This is an optimization exercise on Yosys and OpenROAD, whose aim is small area, not a production implementation.
Function was checked by simulation only, so behaviour that the tests miss may differ from the original.
Power figures rest on the tool's default switching activity, not on a simulated workload.

==> flow/design.v <==
module OverZero
(
	input  [15:0] datain,
	input  [15:0] zero,
	output        flag
);
	assign flag = (datain > zero);
endmodule
module ADS8688
(
input wire rst_n,
input CLK_50M,
output clk_100,
output reg CS,
output wire SCLK,
output reg SDI,
input SDO,
output reg RST,
output reg [15:0] rddat7,rddat6,rddat5,rddat0,rddat4,rddat3,outRMS,
input [11:0] dataAddr,
input RDdata
);
reg [6:0] cnt;
reg [3:0] order;
reg [15:0] PRC;      
reg [15:0] ch_sel;		 
reg [15:0] rddat;
reg [1:0] ph;
wire spi_rise = (ph == 2'd2);
wire spi_fall = (ph == 2'd1);
always@(posedge CLK_50M or negedge rst_n)
begin
	if(!rst_n)
		ph <= 2'd0;
	else if(ph == 2'd2)
		ph <= 2'd0;
	else
		ph <= ph + 2'd1;
end
assign SCLK=~CS&(ph != 2'd2);
always@(posedge CLK_50M or negedge rst_n)
begin
	if(!rst_n)
		outRMS <= 0;
	else if(RDdata)
	begin
		case(dataAddr[7:0])				 
		8'd0:outRMS <= Power_7[47:32];
		8'd1:outRMS <= Power_7[31:16];
		8'd2:outRMS <= Power_7[15:0];
		8'd3:outRMS <= Power_6[47:32];
		8'd4:outRMS <= Power_6[31:16];
		8'd5:outRMS <= Power_6[15:0];
		8'd6:outRMS <= Power_5[47:32];
		8'd7:outRMS <= Power_5[31:16];
		8'd8:outRMS <= Power_5[15:0];
		8'd9:outRMS <= Power_0[47:32];
		8'd10:outRMS <= Power_0[31:16];
		8'd11:outRMS <= Power_0[15:0];
		8'd12:outRMS <= Power_4[47:32];
		8'd13:outRMS <= Power_4[31:16];
		8'd14:outRMS <= Power_4[15:0];
		8'd15:outRMS <= Power_3[47:32];
		8'd16:outRMS <= Power_3[31:16];
		8'd17:outRMS <= Power_3[15:0];
		8'd18:outRMS <= max_cnt[15:0];
		default: outRMS<=0;
		endcase
	end
end
always@(posedge CLK_50M or negedge rst_n)
begin
	if(!rst_n)
	begin
		cnt <= 1'd0;
		CS <= 1'd0;
		RST <= 0;
		order <= 4'd0;
		PRC <= 16'h0B00;
		ch_sel <= 16'h0000;
		rddat7 <= 16'd0;
		rddat6 <= 16'd0;
		rddat5 <= 16'd0;
		rddat0 <= 16'd0;
		rddat4 <= 16'd0;
		rddat3 <= 16'd0;
	end
	else if(spi_rise)
	begin
		RST<=1'd1;
		if(cnt<7'd50)
		begin
			CS<=1'd1;
			cnt<=cnt+1'd1;
		end
		else if(cnt>=7'd50&&cnt<=7'd82)
		begin
			CS<=0;
			cnt<=cnt+1'd1;
		end
		if(cnt>7'd82)
		begin
			if(order==4'd0)
			begin
				PRC<=16'h1901;					 
				order<=4'd1;
			end
			if(order==4'd1)
			begin
				PRC<=16'h1701;              
				order<=4'd2;
			end
			if(order==4'd2)
			begin
				PRC<=16'h1501;              
				order<=4'd3;
			end
			if(order==4'd3)
			begin
				PRC<=16'h0B01;					 
				order<=4'd4;
			end
			if(order==4'd4)
			begin
				PRC<=16'h1301;              
				order<=4'd5;
			end
			if(order==4'd5)
			begin
				PRC<=16'h1101;              
				order<=4'd6;
			end
			else if(order==4'd6)
			begin
				ch_sel<=16'hDC00;				 
				order<=4'd7;
			end
			else if(order==4'd7)
			begin
				ch_sel<=16'hD800;           
				order<=4'd8;
				rddat3<=rddat;
			end
			else if(order==4'd8)
			begin 
				ch_sel<=16'hD400;           
				order<=4'd9;
				rddat7<=rddat;
			end
			else if(order==4'd9)
			begin
				ch_sel<=16'hC000;           
				order<=4'd10;
				rddat6<=rddat;
			end
			else if(order==4'd10)
			begin 
				ch_sel<=16'hD000;           
				order<=4'd11;
				rddat5<=rddat;
			end
			else if(order==4'd11)
			begin 
				ch_sel<=16'hCC00;           
				order<=4'd12;
				rddat0<=rddat;
			end
			else if(order==4'd12)
			begin
				ch_sel<=16'hDC00;				 
				order<=4'd7;
				rddat4<=rddat;
			end
			CS<=1'd1;
			cnt<=7'd40;
		end
	end
end
always@(posedge CLK_50M or negedge rst_n) 
begin
	if(!rst_n)
	begin
		SDI<=0;
	end
	else if(spi_rise)
	begin
		if(order<=4'd6)
		begin
			case(cnt)
				7'd50:SDI <= PRC[15];
				7'd51:SDI <= PRC[14];
				7'd52:SDI <= PRC[13];
				7'd53:SDI <= PRC[12];
				7'd54:SDI <= PRC[11];
				7'd55:SDI <= PRC[10];
				7'd56:SDI <= PRC[9];
				7'd57:SDI <= PRC[8];
				7'd58:SDI <= PRC[7];
				7'd59:SDI <= PRC[6];
				7'd60:SDI <= PRC[5];
				7'd61:SDI <= PRC[4];
				7'd62:SDI <= PRC[3];
				7'd63:SDI <= PRC[2];
				7'd64:SDI <= PRC[1];
				7'd65:SDI <= PRC[0];
				default:;
			endcase
		end
		else 
		begin
			case(cnt)
				7'd50:SDI <= ch_sel[15];
				7'd51:SDI <= ch_sel[14];
				7'd52:SDI <= ch_sel[13];
				7'd53:SDI <= ch_sel[12];
				7'd54:SDI <= ch_sel[11];
				7'd55:SDI <= ch_sel[10];
				7'd56:SDI <= ch_sel[9];
				7'd57:SDI <= ch_sel[8];
				7'd58:SDI <= ch_sel[7];
				7'd59:SDI <= ch_sel[6];
				7'd60:SDI <= ch_sel[5];
				7'd61:SDI <= ch_sel[4];
				7'd62:SDI <= ch_sel[3];
				7'd63:SDI <= ch_sel[2];
				7'd64:SDI <= ch_sel[1];
				7'd65:SDI <= ch_sel[0];
				default:;
			endcase
		end
	end
end
always@(posedge CLK_50M or negedge rst_n) 
begin
	if(!rst_n)
	begin
		rddat<=0;
	end
	else if(spi_fall && order>4'd6)
	begin
		case(cnt)
			7'd67:rddat[15]<=SDO;
			7'd68:rddat[14]<=SDO;
			7'd69:rddat[13]<=SDO;
			7'd70:rddat[12]<=SDO;
			7'd71:rddat[11]<=SDO;
			7'd72:rddat[10]<=SDO;
			7'd73:rddat[9]<=SDO;
			7'd74:rddat[8]<=SDO;
			7'd75:rddat[7]<=SDO;
			7'd76:rddat[6]<=SDO;
			7'd77:rddat[5]<=SDO;
			7'd78:rddat[4]<=SDO;
			7'd79:rddat[3]<=SDO;
			7'd80:rddat[2]<=SDO;
			7'd81:rddat[1]<=SDO;
			7'd82:rddat[0]<=SDO;
			default:;
		endcase
	end	
end
reg [15:0] cnt50;
reg [47:0] power_7;
reg [47:0] power_6;
reg [47:0] power_5;
reg [47:0] power_0;
reg [47:0] power_4;
reg [47:0] power_3;
reg [47:0] Power_7;
reg [47:0] Power_6;
reg [47:0] Power_5;
reg [47:0] Power_0;
reg [47:0] Power_4;
reg [47:0] Power_3;
reg [15:0] max_cnt;
reg r1,r2;
reg cs_d;
reg [15:0] data7_abs,data6_abs,data5_abs,data0_abs,data4_abs,data3_abs;
	OverZero OverZero_inst
	(
		.datain(rddat6) ,	 
		.zero(16'd32768) ,	 
		.flag(clk_100) 	 
	);
always@(*)
begin
	data7_abs = (rddat7 > 16'd32768)?(rddat7 - 16'd32768):(16'd32768 - rddat7);
	data6_abs = (rddat6 > 16'd32768)?(rddat6 - 16'd32768):(16'd32768 - rddat6);
	data5_abs = (rddat5 > 16'd32768)?(rddat5 - 16'd32768):(16'd32768 - rddat5);
	data0_abs = (rddat0 > 16'd32768)?(rddat0 - 16'd32768):(16'd32768 - rddat0);
	data4_abs = (rddat4 > 16'd32768)?(rddat4 - 16'd32768):(16'd32768 - rddat4);
	data3_abs = (rddat3 > 16'd32768)?(rddat3 - 16'd32768):(16'd32768 - rddat3);
end
always@(posedge CLK_50M or negedge rst_n)
begin
	if(!rst_n)
		cs_d <= 1'b0;
	else
		cs_d <= CS;
end
always@(posedge CLK_50M or negedge rst_n)
begin
	if(!rst_n)
	begin
		r1 <= 1'b0;
		r2 <= 1'b0;
		cnt50 <= 16'd0;
		max_cnt <= 16'd0;
		power_7 <= 0;
		power_6 <= 0;
		power_5 <= 0;
		power_0 <= 0;
		power_4 <= 0;
		power_3 <= 0;
		Power_7 <= 0;
		Power_6 <= 0;
		Power_5 <= 0;
		Power_0 <= 0;
		Power_4 <= 0;
		Power_3 <= 0;
	end
	else if(CS & ~cs_d)
	begin
		r1 <= clk_100;
		r2 <= r1; 
		if(r1==1&&r2==0&&cnt50>7'd100)									 
		begin
			Power_7 <= power_7;
			Power_6 <= power_6;
			Power_5 <= power_5;
			Power_0 <= power_0;
			Power_4 <= power_4;
			Power_3 <= power_3;
			power_7 <= 0;
			power_6 <= 0;
			power_5 <= 0;
			power_0 <= 0;
			power_4 <= 0;
			power_3 <= 0;
			max_cnt <= cnt50;
			cnt50 <= 0;
		end
		else
		begin
			power_7 <= power_7 + data7_abs * data7_abs;
			power_6 <= power_6 + data6_abs * data6_abs;
			power_5 <= power_5 + data5_abs * data5_abs;
			power_0 <= power_0 + data0_abs * data0_abs;
			power_4 <= power_4 + data4_abs * data4_abs;
			power_3 <= power_3 + data3_abs * data3_abs;
			cnt50 <= cnt50 + 1'b1;
		end
	end
end
endmodule
==> flow/run.sh <==
#!/bin/bash
# synth_recipe.tcl (not shown) runs the flow's synth.tcl, then flattens the netlist and writes it again
# the make line also repeats each setting of config.mk as NAME=value (left out here)
make -C /OpenROAD-flow-scripts/flow DESIGN_CONFIG=/design/flow/config.mk WORK_HOME=/design/flow/orfs CLKGATE_MAP_FILE= SYNTH_SCRIPT=/design/flow/synth_recipe.tcl finish
==> flow/config.mk <==
export PLATFORM = sky130hd
export DESIGN_NAME = ADS8688
export DESIGN_NICKNAME = ADS8688
export VERILOG_FILES = /design/flow/design.v
export SDC_FILE = /design/flow/constraint.sdc
export NUM_CORES = 4
export LEC_CHECK = 0
export CAP_MARGIN = 20
export CORE_MARGIN = 2
export CORE_UTILIZATION = 40
export PLACE_DENSITY = 0.6
export SLEW_MARGIN = 20
==> flow/constraint.sdc <==
create_clock -name core_clock -period 10.0 [get_ports {CLK_50M}]
set_input_delay 2.0000 -clock core_clock [delete_from_list [all_inputs] [get_ports {CLK_50M}]]
set_output_delay 2.0000 -clock core_clock [all_outputs]
set_load 0.01 [all_outputs]
==> notes.md <==
==> layer usage <==
layer | vias up | share of wire, % | global-route usage [%]
met2 | 1783 | 45 | 36.6
li1 | 29500 | - | -
met1 | 32000 | 44 | 31.9
met5 | - | 0 | 0
met4 | 0 | 4.3 | 8.79
met3 | 375 | 5.9 | 3.44
==> kinds of logic after synthesis <==
group | share of synthesized area (%)
DFF | 22.9
xor gates and xnor gates | 3.20
AOI/OAI and AO/OA | 10.2
buffers and inverters | 11.3
and+or+nand+nor | 13.4
muxes | 1.85
adders and majority gates | 37.2
==> repair_timing <==
item | in CTS | in global routing
resized for setup | 0 | 5
setup endpoints to repair | 0 | 8
hold buffers | 0 | 0
==> through the flow <==
stage	setup slack, ns	total power, mW	utilization (%)
after CTS	0.488	6.61	44.0
after global placement	0.697	3.30	42.7
final	0.658	6.55	44.1
after global routing	0.0740	6.73	44.1
after detailed placement	0.546	3.30	42.7
after floorplan	1.84	3.17	-
==> path summary, 6_finish.rpt <==
check,from,end,cells after the start
hold / removal,ph[0],ph[0],1
hold reg to reg,ph[0],ph[0],1
min in group asynchronous,rst_n,rddat6[5],1
setup / recovery,rddat4[5],power_4[47],29
max in group asynchronous,rst_n,rddat0[11],3
setup reg to reg,rddat4[5],power_4[47],29
==> registers in the layout, indices dropped and copies added, names as in the netlist, 48 cells and up <==
signal,count
Power_3,48
power_4,48
Power_6,48
Power_7,48
power_3,48
Power_0,48
power_5,48
power_7,48
Power_5,48
Power_4,48
power_6,48
power_0,48
==> report_power, final <==
| group | total [mW] | switching (mW) | internal (mW) |
|---|---|---|---|
| Clock | 3.31 | 1.41 | 1.90 |
| Combinational | 0.131 | 0.112 | 0.0187 |
| Sequential | 3.11 | 0.0119 | 3.09 |
| Total | 6.55 | 1.54 | 5.01 |
==> layout make-up <==
cell class | instances | area share [%]
multi-input combinational | 6169 | 60.3
sequential | 764 | 20.9
inverter | 2152 | 8.85
tap | 2788 | 3.82
timing repair buffer | 310 | 2.96
clock buffer | 115 | 2.63
clock inverter | 29 | 0.500
antenna | 1 | 0.00274
==> cells in the final DEF (no fill, tap or decap), types with 58 or more instances in the layout <==
| cell | instances |
|---|---|
| inv_1 | 2134 |
| nand2_1 | 1600 |
| fa_1 | 1146 |
| dfrtp_1 | 762 |
| ha_1 | 648 |
| nor2_1 | 423 |
| o21ai_0 | 397 |
| a21oi_1 | 275 |
| buf_4 | 177 |
| xnor2_1 | 160 |
| nand3_1 | 140 |
| xor2_1 | 134 |
| clkdlybuf4s50_1 | 125 |
| a21o_1 | 113 |
| mux2_2 | 104 |
| clkbuf_16 | 86 |
| o22ai_1 | 77 |
| and2_1 | 60 |
| and3_1 | 59 |
| nor3_1 | 58 |
==> worst reg2reg max path: cells and delay by family, from the launching register on <==
kind / cells / cell delay (ns)
XOR/XNOR: 1 / 0.49
flip-flops: 1 / 0.45
AO/OA/AOI/OAI: 5 / 1.04
buffers and inverters: 6 / 0.80
adder cells (fa/ha/maj): 7 / 3.39
AND/OR/NAND/NOR: 10 / 3.08
==> reports/results.txt <==
status: finished clean
I/O Buffers: 128
Tcrit/Tclk final: 93.4%
post-synthesis async set-or-reset flop share: 100%
max-cap check violation count: 0
Total Routing Usage GR: 23.1%
total gr overflow: 0
Syn Area/Cell: 8.86 um2
# Post-CTS Setup Buffers: 0
Setup Viol. Count Final: 0
starting density of the core: 40.3%
initial antenna violation count: 9
CP delay by family, top: adder cells
cell area after layout: 91300 um2
later-pin clock latency in the skew report: 0.72 ns
Yosys cell types: 104
Crit path buffers/inverters: 6
Final Hold Slack: 0.456 ns
drt wl/cell: 19.6 um
Setup crit end kind: register
crit path max fanout: 11
RSZ-0062 raised after global routing: no
Post-Syn Instances: 9425
top cell type's share of synthesized area: 27.5%
CTS Sinks: 764
Synth area leaders: fa_1 (27%), dfrtp_1 (23%), ha_1 (9.7%), inv_1 (9.6%), nand2_1 (7.2%)
DP Wirelength: 193000 um
drt pass-1 iters: 9
CP peak stage delay: 0.61 ns
global-route wire length before repair: 382000 um
Seq cells post-synth: 764
GPL Wtd Cong: 0.921
Worst slew margin: 23.8%
sequential share of the synthesized area: 22.9%
final cell count without fillers: 12300
layout cells sized above 1: 5.36%
area leader, netlist: fa_1
Iteration-0 DRC Markers: 5098
kind of critical path: reg2reg
Req. time, crit path: 10.63 ns
Cell Area, Placed: 88400 um2
number of flops mapped to enable cells by yosys: 0
clk root buf: clkbuf_16
Fillers: 20400
HP Class: reg2reg
Multi-input gate area: 55100 um2
worst-margin pin slew: 1.14 ns
FP Rows: 167
syn nets: 11200
mapped cell area: 83500 um2
pwr/cell area: 71.7 nW/um2
die area: 212000 um2
total area of sequential cells: 19100 um2
fin. max-slew vios: 0
Slowest cell on crit path: or4_1
Max Fclk: 107 MHz
Max Root-Sink Buffers: 3
vias in the first global route: 66400
CTS buffer count: 86
Total Wirelength: 241000 um
Leak Pwr: 49.7 nW
DIE HEIGHT: 461 um
Critical Path Source Type: register
post-route setup TNS: 0 ns
Chip Width: 461 um
maximum VDD drop: 0.130 mV
DR vias: 63700
Boundary Pins: 133
top-count cell post-synth: inv_1
H-tree Lvls: 3
Clock transition at path regs: 0.06 ns
commonest cells in the netlist: inv_1 (2134), nand2_1 (1602), fa_1 (1146)
placed cells: 12200
Final ANT Viol Nets: 0
Area Overhead vs Synth: 9.34%
number of synthesis warnings: 1
core footprint: 207000 um2
Data arrival, critical path: 9.98 ns
CTS tree: built
flop2flop setup slack: 0.66 ns
largest net degree at the start of global routing: 204
DR vias/cell: 5.17
Max Clock Skew: 0.0282 ns
Residual DRC: 0
final-report hold violation count: 0
top_reg_cell synth: dfrtp_1
Final min period: 9.34 ns
# nets final: 11300

[re-timing with driven ports]
How much do the figures lean on ideal ports? The routed layout below was timed once more, with nothing changed but the port constraints. Step 1 assumes that a clkbuf_16 drives the clock port and a buf_2 every other input. Step 2 adds t to the input delays and takes it off the output delays; t is the mean of the earliest and latest rising clock arrival at the registers after step 1. Input paths then give back, and output paths get back, about the clock's delay inside the block. a / b / c = no drivers / after step 1 / after step 2; a / b = the first two.
t, ns: 0.798
setup WS [ns]: 0.658 / 0.658 / 0.658
clock arrival spread, ns: 0.028 / 0.028
worst slew at a driven data input, ns: 0.05
After both steps this run still meets setup and hold. The setup slack of this run moves by 0.000 ns with the drivers and by 0.000 ns with both steps.
